Context: an optimization exercise on an open-source flow, tuned for small area, a short achievable clock period and few clock cycles. The choices shown serve that exercise and are no tape-out recipe.
In this exercise RTL edits were held to simulation tests only and were not proved equivalent to the original.
No activity file was given, so power comes from the tool's default toggle rates.

==> delta <==
==> flow/design.v <==
module pq_le12 (
  input  [11:0] na,    
  input  [11:0] b,
  output        le
);
  wire [11:0] g = b & na;
  wire [11:0] p = b | na;
  wire [5:0]  g1, p1;
  wire [2:0]  g2, p2;
  genvar j;
  generate
    for (j = 0; j < 6; j = j + 1) begin : g_l1
      assign g1[j] = g[2*j+1] | (p[2*j+1] & g[2*j]);
      assign p1[j] = p[2*j+1] & p[2*j];
    end
    for (j = 0; j < 3; j = j + 1) begin : g_l2
      assign g2[j] = g1[2*j+1] | (p1[2*j+1] & g1[2*j]);
      assign p2[j] = p1[2*j+1] & p1[2*j];
    end
  endgenerate
  assign le = g2[2] | (p2[2] & (g2[1] | (p2[1] & (g2[0] | p2[0]))));
endmodule
module pq_slotmux #(parameter W = 18) (
  input          selL,
  input          selN,
  input          selR,
  input          selH,
  input  [W-1:0] left,
  input  [W-1:0] newe,
  input  [W-1:0] right,
  input  [W-1:0] hold,
  output [W-1:0] out
);
  assign out = ({W{selL}} & left) | ({W{selN}} & newe) |
               ({W{selR}} & right) | ({W{selH}} & hold);
endmodule
module pq_prefix_or #(parameter N = 33) (
  input  [N-1:0] x,
  output [N-1:0] y
);
  localparam L = 6;            
  wire [N-1:0] t [0:L];
  assign t[0] = x;
  genvar k, i;
  generate
    for (k = 0; k < L; k = k + 1) begin : g_lvl
      for (i = 0; i < N; i = i + 1) begin : g_bit
        if ((i >> k) & 1) begin : g_or
          assign t[k+1][i] = t[k][i] | t[k][((i >> (k+1)) << (k+1)) + (1 << k) - 1];
        end else begin : g_pass
          assign t[k+1][i] = t[k][i];
        end
      end
    end
  endgenerate
  assign y = t[L];
endmodule
module PriorityQueue (
  input         clock,
  input         reset,
  output        io_head_valid,
  output        io_head_none,
  output [7:0]  io_head_prio_cycle,
  output [3:0]  io_head_prio_superCycle,
  output [5:0]  io_head_refID,
  input         io_cmd_valid,
  input         io_cmd_op,
  input  [7:0]  io_cmd_prio_cycle,
  input  [3:0]  io_cmd_prio_superCycle,
  input  [5:0]  io_cmd_refID,
  output        io_cmd_done,
  output        io_cmd_result,
  output [7:0]  io_cmd_rm_prio_cycle,
  output [3:0]  io_cmd_rm_prio_superCycle
);
  localparam N = 33;
  localparam W = 18;             
  reg  [W-1:0] s [0:N-1];
  reg          pIns;             
  reg          pRem;             
  reg  [W-1:0] pElem;            
  reg  [N-1:0] le;               
  reg  [N-1:0] match;            
  reg  [5:0]   clrCnt;           
  reg          idle;             
  reg  [W-1:0] headReg;
  reg          headNone;
  reg          headValid;
  reg          resultReg;
  reg  [11:0]  rmPrioReg;
  wire clearNext = reset | (~idle & (clrCnt != 6'd1));
  wire         ins = pIns;
  wire         rem = pRem;
  wire [N-1:0] after;    
  wire [W-1:0] sn [0:N-1];
  wire [11:0]  ck = {io_cmd_prio_superCycle, io_cmd_prio_cycle};
  wire [11:0]  nck = ~ck;
  wire [W-1:0] cElem = {ck, io_cmd_refID};
  wire         cValid = io_cmd_valid & idle;
  wire [N-1:0] cLe;      
  wire [N-1:0] cMatch;   
  wire [11:0]  cRm [0:N-1];    
  wire [N-1:0] eqS;      
  wire         eqP = pElem[5:0] == io_cmd_refID;
  wire         pRemSame = pRem & eqP;
  wire         pInsSame = pIns & eqP;
  pq_prefix_or #(.N(N)) u_after (.x(match), .y(after));
  genvar i;
  generate
    for (i = 0; i < N; i = i + 1) begin : g_slot
      if (i == 0) begin : g_first
        assign cRm[i] = {12{eqS[i]}} & s[i][17:6];
      end else begin : g_rest
        assign cRm[i] = cRm[i-1] | ({12{eqS[i]}} & s[i][17:6]);
      end
      wire [W-1:0] left  = (i == 0) ? {W{1'b0}} : s[(i == 0) ? 0 : i-1];
      wire [W-1:0] right = (i == N-1) ? {W{1'b1}} : s[(i == N-1) ? i : i+1];
      wire         lle   = (i == 0) ? 1'b0 : le[(i == 0) ? 0 : i-1];
      wire selL = ins & lle;
      wire selN = ins & le[i] & ~lle;
      wire selR = rem & after[i];
      wire selH = ~(selL | selN | selR);
      pq_slotmux #(.W(W)) u_mux (
        .selL(selL), .selN(selN), .selR(selR), .selH(selH),
        .left(left), .newe(pElem), .right(right), .hold(s[i]), .out(sn[i])
      );
      if (i == N-1) begin : g_lelast
        assign cLe[i] = 1'b1;
      end else begin : g_le
        pq_le12 u_le (.na(nck), .b(sn[i][17:6]), .le(cLe[i]));
      end
      assign eqS[i] = s[i][5:0] == io_cmd_refID;
      wire eqLeft  = (i == 0) ? 1'b0 : eqS[(i == 0) ? 0 : i-1];
      wire eqRight = (i == N-1) ? 1'b0 : eqS[(i == N-1) ? i : i+1];
      assign cMatch[i] = (selL & eqLeft) | (selN & eqP) | (selR & eqRight) | (selH & eqS[i]);
      always @(posedge clock) begin
        s[i] <= sn[i];
        le[i] <= cLe[i];
        match[i] <= cMatch[i] | ((i == 0) & clearNext);
      end
    end
  endgenerate
  wire fullN = ~&sn[N-1][5:0];
  wire cIns = cValid & io_cmd_op & ~fullN & cLe[0];
  wire cRemHead = cValid & ~io_cmd_op & cMatch[0];
  wire [W-1:0] headNext = cIns ? cElem : cRemHead ? sn[1] : sn[0];
  wire headNoneNext = ~cIns & (cRemHead ? &sn[1][5:0] : &sn[0][5:0]);
  always @(posedge clock) begin
    pIns <= ~clearNext & cValid & io_cmd_op & ~fullN;
    pRem <= clearNext | (cValid & ~io_cmd_op);
    pElem <= cElem;
    headReg <= headNext;
    headNone <= headNoneNext;
    headValid <= ~headNoneNext;
    resultReg <= io_cmd_op ? fullN : (pRemSame | (~pInsSame & ~|eqS));
    rmPrioReg <= pRemSame ? 12'd0 : pInsSame ? pElem[17:6] : cRm[N-1];
    if (reset) begin
      clrCnt <= N;
      idle <= 1'b0;
    end else if (!idle) begin
      clrCnt <= clrCnt - 6'd1;
      idle <= clrCnt == 6'd1;
    end
  end
  assign io_cmd_done = idle;
  assign io_cmd_result = resultReg;
  assign io_cmd_rm_prio_superCycle = rmPrioReg[11:8];
  assign io_cmd_rm_prio_cycle = rmPrioReg[7:0];
  assign io_head_none = headNone;
  assign io_head_valid = headValid;
  assign io_head_prio_superCycle = headReg[17:14];
  assign io_head_prio_cycle = headReg[13:6];
  assign io_head_refID = headReg[5:0];
endmodule
==> flow/flow/run.sh <==
#!/bin/bash
set -euo pipefail
MARGIN=$(cat flow/margin.txt)
bash standard.sh SETUP_SLACK_MARGIN=$MARGIN \
  "BUFFER_PORTS_ARGS=-buffer_cell sky130_fd_sc_hd__buf_4" finish > flow_make.log 2>&1
==> flow/flow/margin.txt <==
8.4
==> flow/standard.sh <==
#!/bin/bash
# synth_recipe.tcl (not shown) runs the flow's synth.tcl, then flattens the netlist and writes it again
# the make line also repeats each setting of config.mk as NAME=value (left out here)
make -C /OpenROAD-flow-scripts/flow DESIGN_CONFIG=/design/flow/config.mk WORK_HOME=/design/flow/orfs CLKGATE_MAP_FILE= SYNTH_SCRIPT=/design/flow/synth_recipe.tcl "${@:-finish}"
==> flow/config.mk <==
export PLATFORM = sky130hd
export DESIGN_NAME = PriorityQueue
export DESIGN_NICKNAME = PriorityQueue
export VERILOG_FILES = /design/flow/design.v
export SDC_FILE = /design/flow/constraint.sdc
export NUM_CORES = 4
export LEC_CHECK = 0
export CAP_MARGIN = 20
export CORE_MARGIN = 2
export CORE_UTILIZATION = 45
export CTS_BUF_LIST = sky130_fd_sc_hd__clkbuf_8
export SLEW_MARGIN = 20
export SYNTH_HIERARCHICAL = 1
export TNS_END_PERCENT = 0
==> flow/constraint.sdc <==
create_clock -name core_clock -period 12.0 [get_ports {clock}]
set_input_delay 2.4000 -clock core_clock [delete_from_list [all_inputs] [get_ports {clock}]]
set_output_delay 2.4000 -clock core_clock [all_outputs]
set_load 0.01 [all_outputs]
==> inputs of tundra, as changes to delta <==
--- a/flow/design.v
+++ b/flow/design.v
@@ -76,8 +76,8 @@
   localparam N = 33;
   localparam W = 18;             
   reg  [W-1:0] s [0:N-1];
-  reg          pIns;             
-  reg          pRem;             
+  reg          pValid;           
+  reg          pOp;
   reg  [W-1:0] pElem;            
   reg  [N-1:0] le;               
   reg  [N-1:0] match;            
@@ -88,9 +88,9 @@
   reg          headValid;
   reg          resultReg;
   reg  [11:0]  rmPrioReg;
-  wire clearNext = reset | (~idle & (clrCnt != 6'd1));
-  wire         ins = pIns;
-  wire         rem = pRem;
+  wire         full = ~&s[N-1][5:0];
+  wire         ins = pValid & pOp & ~full;
+  wire         rem = pValid & ~pOp;
   wire [N-1:0] after;    
   wire [W-1:0] sn [0:N-1];
   wire [11:0]  ck = {io_cmd_prio_superCycle, io_cmd_prio_cycle};
@@ -102,8 +102,8 @@
   wire [11:0]  cRm [0:N-1];    
   wire [N-1:0] eqS;      
   wire         eqP = pElem[5:0] == io_cmd_refID;
-  wire         pRemSame = pRem & eqP;
-  wire         pInsSame = pIns & eqP;
+  wire         pRemSame = pValid & ~pOp & eqP;
+  wire         pInsSame = pValid & pOp & ~full & eqP;
   pq_prefix_or #(.N(N)) u_after (.x(match), .y(after));
   genvar i;
   generate
@@ -118,7 +118,7 @@
       wire         lle   = (i == 0) ? 1'b0 : le[(i == 0) ? 0 : i-1];
       wire selL = ins & lle;
       wire selN = ins & le[i] & ~lle;
-      wire selR = rem & after[i];
+      wire selR = ~idle | (rem & after[i]);
       wire selH = ~(selL | selN | selR);
       pq_slotmux #(.W(W)) u_mux (
         .selL(selL), .selN(selN), .selR(selR), .selH(selH),
@@ -136,7 +136,7 @@
       always @(posedge clock) begin
         s[i] <= sn[i];
         le[i] <= cLe[i];
-        match[i] <= cMatch[i] | ((i == 0) & clearNext);
+        match[i] <= cMatch[i];
       end
     end
   endgenerate
@@ -146,8 +146,8 @@
   wire [W-1:0] headNext = cIns ? cElem : cRemHead ? sn[1] : sn[0];
   wire headNoneNext = ~cIns & (cRemHead ? &sn[1][5:0] : &sn[0][5:0]);
   always @(posedge clock) begin
-    pIns <= ~clearNext & cValid & io_cmd_op & ~fullN;
-    pRem <= clearNext | (cValid & ~io_cmd_op);
+    pValid <= cValid & ~reset;
+    pOp <= io_cmd_op;
     pElem <= cElem;
     headReg <= headNext;
     headNone <= headNoneNext;
==> flow/flow/run.sh (replaced) <==
#!/bin/bash
set -euo pipefail
MARGIN=$(cat flow/margin.txt)
bash standard.sh SETUP_SLACK_MARGIN=$MARGIN finish > flow_make.log 2>&1
==> flow/flow/margin.txt (replaced) <==
8.3
Settings changed: CORE_UTILIZATION 45 to 55.
==> inputs of quartz, as changes to delta <==
--- a/flow/design.v
+++ b/flow/design.v
@@ -76,8 +76,8 @@
   localparam N = 33;
   localparam W = 18;             
   reg  [W-1:0] s [0:N-1];
-  reg          pIns;             
-  reg          pRem;             
+  reg          pValid;           
+  reg          pOp;
   reg  [W-1:0] pElem;            
   reg  [N-1:0] le;               
   reg  [N-1:0] match;            
@@ -89,8 +89,9 @@
   reg          resultReg;
   reg  [11:0]  rmPrioReg;
   wire clearNext = reset | (~idle & (clrCnt != 6'd1));
-  wire         ins = pIns;
-  wire         rem = pRem;
+  wire         full = ~&s[N-1][5:0];
+  wire         ins = pValid & pOp & ~full;
+  wire         rem = pValid & ~pOp;
   wire [N-1:0] after;    
   wire [W-1:0] sn [0:N-1];
   wire [11:0]  ck = {io_cmd_prio_superCycle, io_cmd_prio_cycle};
@@ -102,8 +103,8 @@
   wire [11:0]  cRm [0:N-1];    
   wire [N-1:0] eqS;      
   wire         eqP = pElem[5:0] == io_cmd_refID;
-  wire         pRemSame = pRem & eqP;
-  wire         pInsSame = pIns & eqP;
+  wire         pRemSame = pValid & ~pOp & eqP;
+  wire         pInsSame = pValid & pOp & ~full & eqP;
   pq_prefix_or #(.N(N)) u_after (.x(match), .y(after));
   genvar i;
   generate
@@ -146,8 +147,8 @@
   wire [W-1:0] headNext = cIns ? cElem : cRemHead ? sn[1] : sn[0];
   wire headNoneNext = ~cIns & (cRemHead ? &sn[1][5:0] : &sn[0][5:0]);
   always @(posedge clock) begin
-    pIns <= ~clearNext & cValid & io_cmd_op & ~fullN;
-    pRem <= clearNext | (cValid & ~io_cmd_op);
+    pValid <= clearNext | (cValid & ~reset);
+    pOp <= io_cmd_op & ~clearNext;
     pElem <= cElem;
     headReg <= headNext;
     headNone <= headNoneNext;
==> flow/flow/margin.txt (replaced) <==
8.8
Settings changed: PLACE_DENSITY from default to 0.75.
==> run notes <==
- Setup slack: quartz > tundra > delta.
- Wire length: quartz is lower than delta (9.5%).
- Total power: quartz is larger than tundra (about 2.1%).
- Synthesized area, lowest first: quartz, delta, tundra.
- Design area: quartz < delta < tundra.
- Sequential share of layout area: tundra < delta < quartz.
- The highest worst hold slack belongs to quartz, the lowest to delta.
- Die area: delta > quartz > tundra.
- First-iteration DRC count: tundra > delta > quartz.
- Global-route usage: quartz < delta < tundra.
==> figures <==
| quantity | quartz | delta | tundra |
|---|---|---|---|
| Outcome | no timing/DRC/antenna violations | no timing/DRC/antenna violations | no timing/DRC/antenna violations |
| # resized after CTS | 109 | 106 | 278 |
| Count of plain and timing-repair buffers | 265 | 277 | 319 |
| Number of global-route vias before repair | 41,500 | 40,300 | 41,700 |
| CP arrival | 4.58 ns | 4.56 ns | 4.58 ns |
| Routed wire length | 197,000 um | 218,000 um | 222,000 um |
| Endpoint, Worst Hold | clrCnt[1] | clrCnt[5] | clrCnt[1] |
| Worst reg-to-reg setup slack | 8.28 ns | 8.18 ns | 8.25 ns |
| Worst reg-to-reg path cell count | 16 | 14 | 11 |
| Maximum number of pins on one net before global-route repair | 96 | 97 | 69 |
| Startpoint of the lowest-slack register-to-register path | pValid | match[0] | idle |
| Final setup slack of the worst path | 8.16 ns | 8.13 ns | 8.13 ns |
| Number of buffers created by CTS | 120 | 138 | 133 |
| Final cell count without fillers | 6,188 | 6,244 | 6,054 |
| Routed length on met3 | 27,800 um | 28,800 um | 33,700 um |
| Number of cells produced by synthesis | 4,739 | 4,756 | 4,770 |
| Final period demand of the worst path | 3.84 ns | 3.87 ns | 3.87 ns |
| Normalized max-slew margin | 0.141 | 0.293 | 0.0786 |
| Power in sequential cells | 5.74 mW | 5.94 mW | 6.07 mW |
| Hold_sp | clrCnt[1] | clrCnt[5] | clrCnt[1] |
| Int Power | 7.26 mW | 7.32 mW | 7.16 mW |
Testbench counts of delta, summed over its fixed seeds: cycles 3,200.
Testbench counts of tundra, summed over its fixed seeds: cycles 3,200.
Testbench counts of quartz, summed over its fixed seeds: cycles 3,200.

## port drivers added, routing unchanged
Ports are ideal in the flow. The routed layouts listed here were re-timed in OpenROAD.
Step 1 sets driving cells, clkbuf_16 on the clock port and buf_2 on the other inputs (assumed; they add their load-dependent delay and slew).
Step 2 times the ports against the registers' clock, not the clock port: input delays grow and output delays shrink by t, the midpoint of the rising clock arrivals with the driver on.
Three values: no drivers, after step 1, after step 2; two values: the first two.
run	t (ns)	slack for setup (ns)	pins driven straight from the clock port
delta	0.931	8.126 / 8.109 / 7.192	1
tundra	0.889	8.129 / 8.121 / 7.266	1
quartz	0.859	8.158 / 8.171 / 7.316	1
After both steps every run listed still meets setup and hold. The setup slack of delta, which loses most, moves by -0.017 ns with the drivers and by -0.934 ns with both steps.
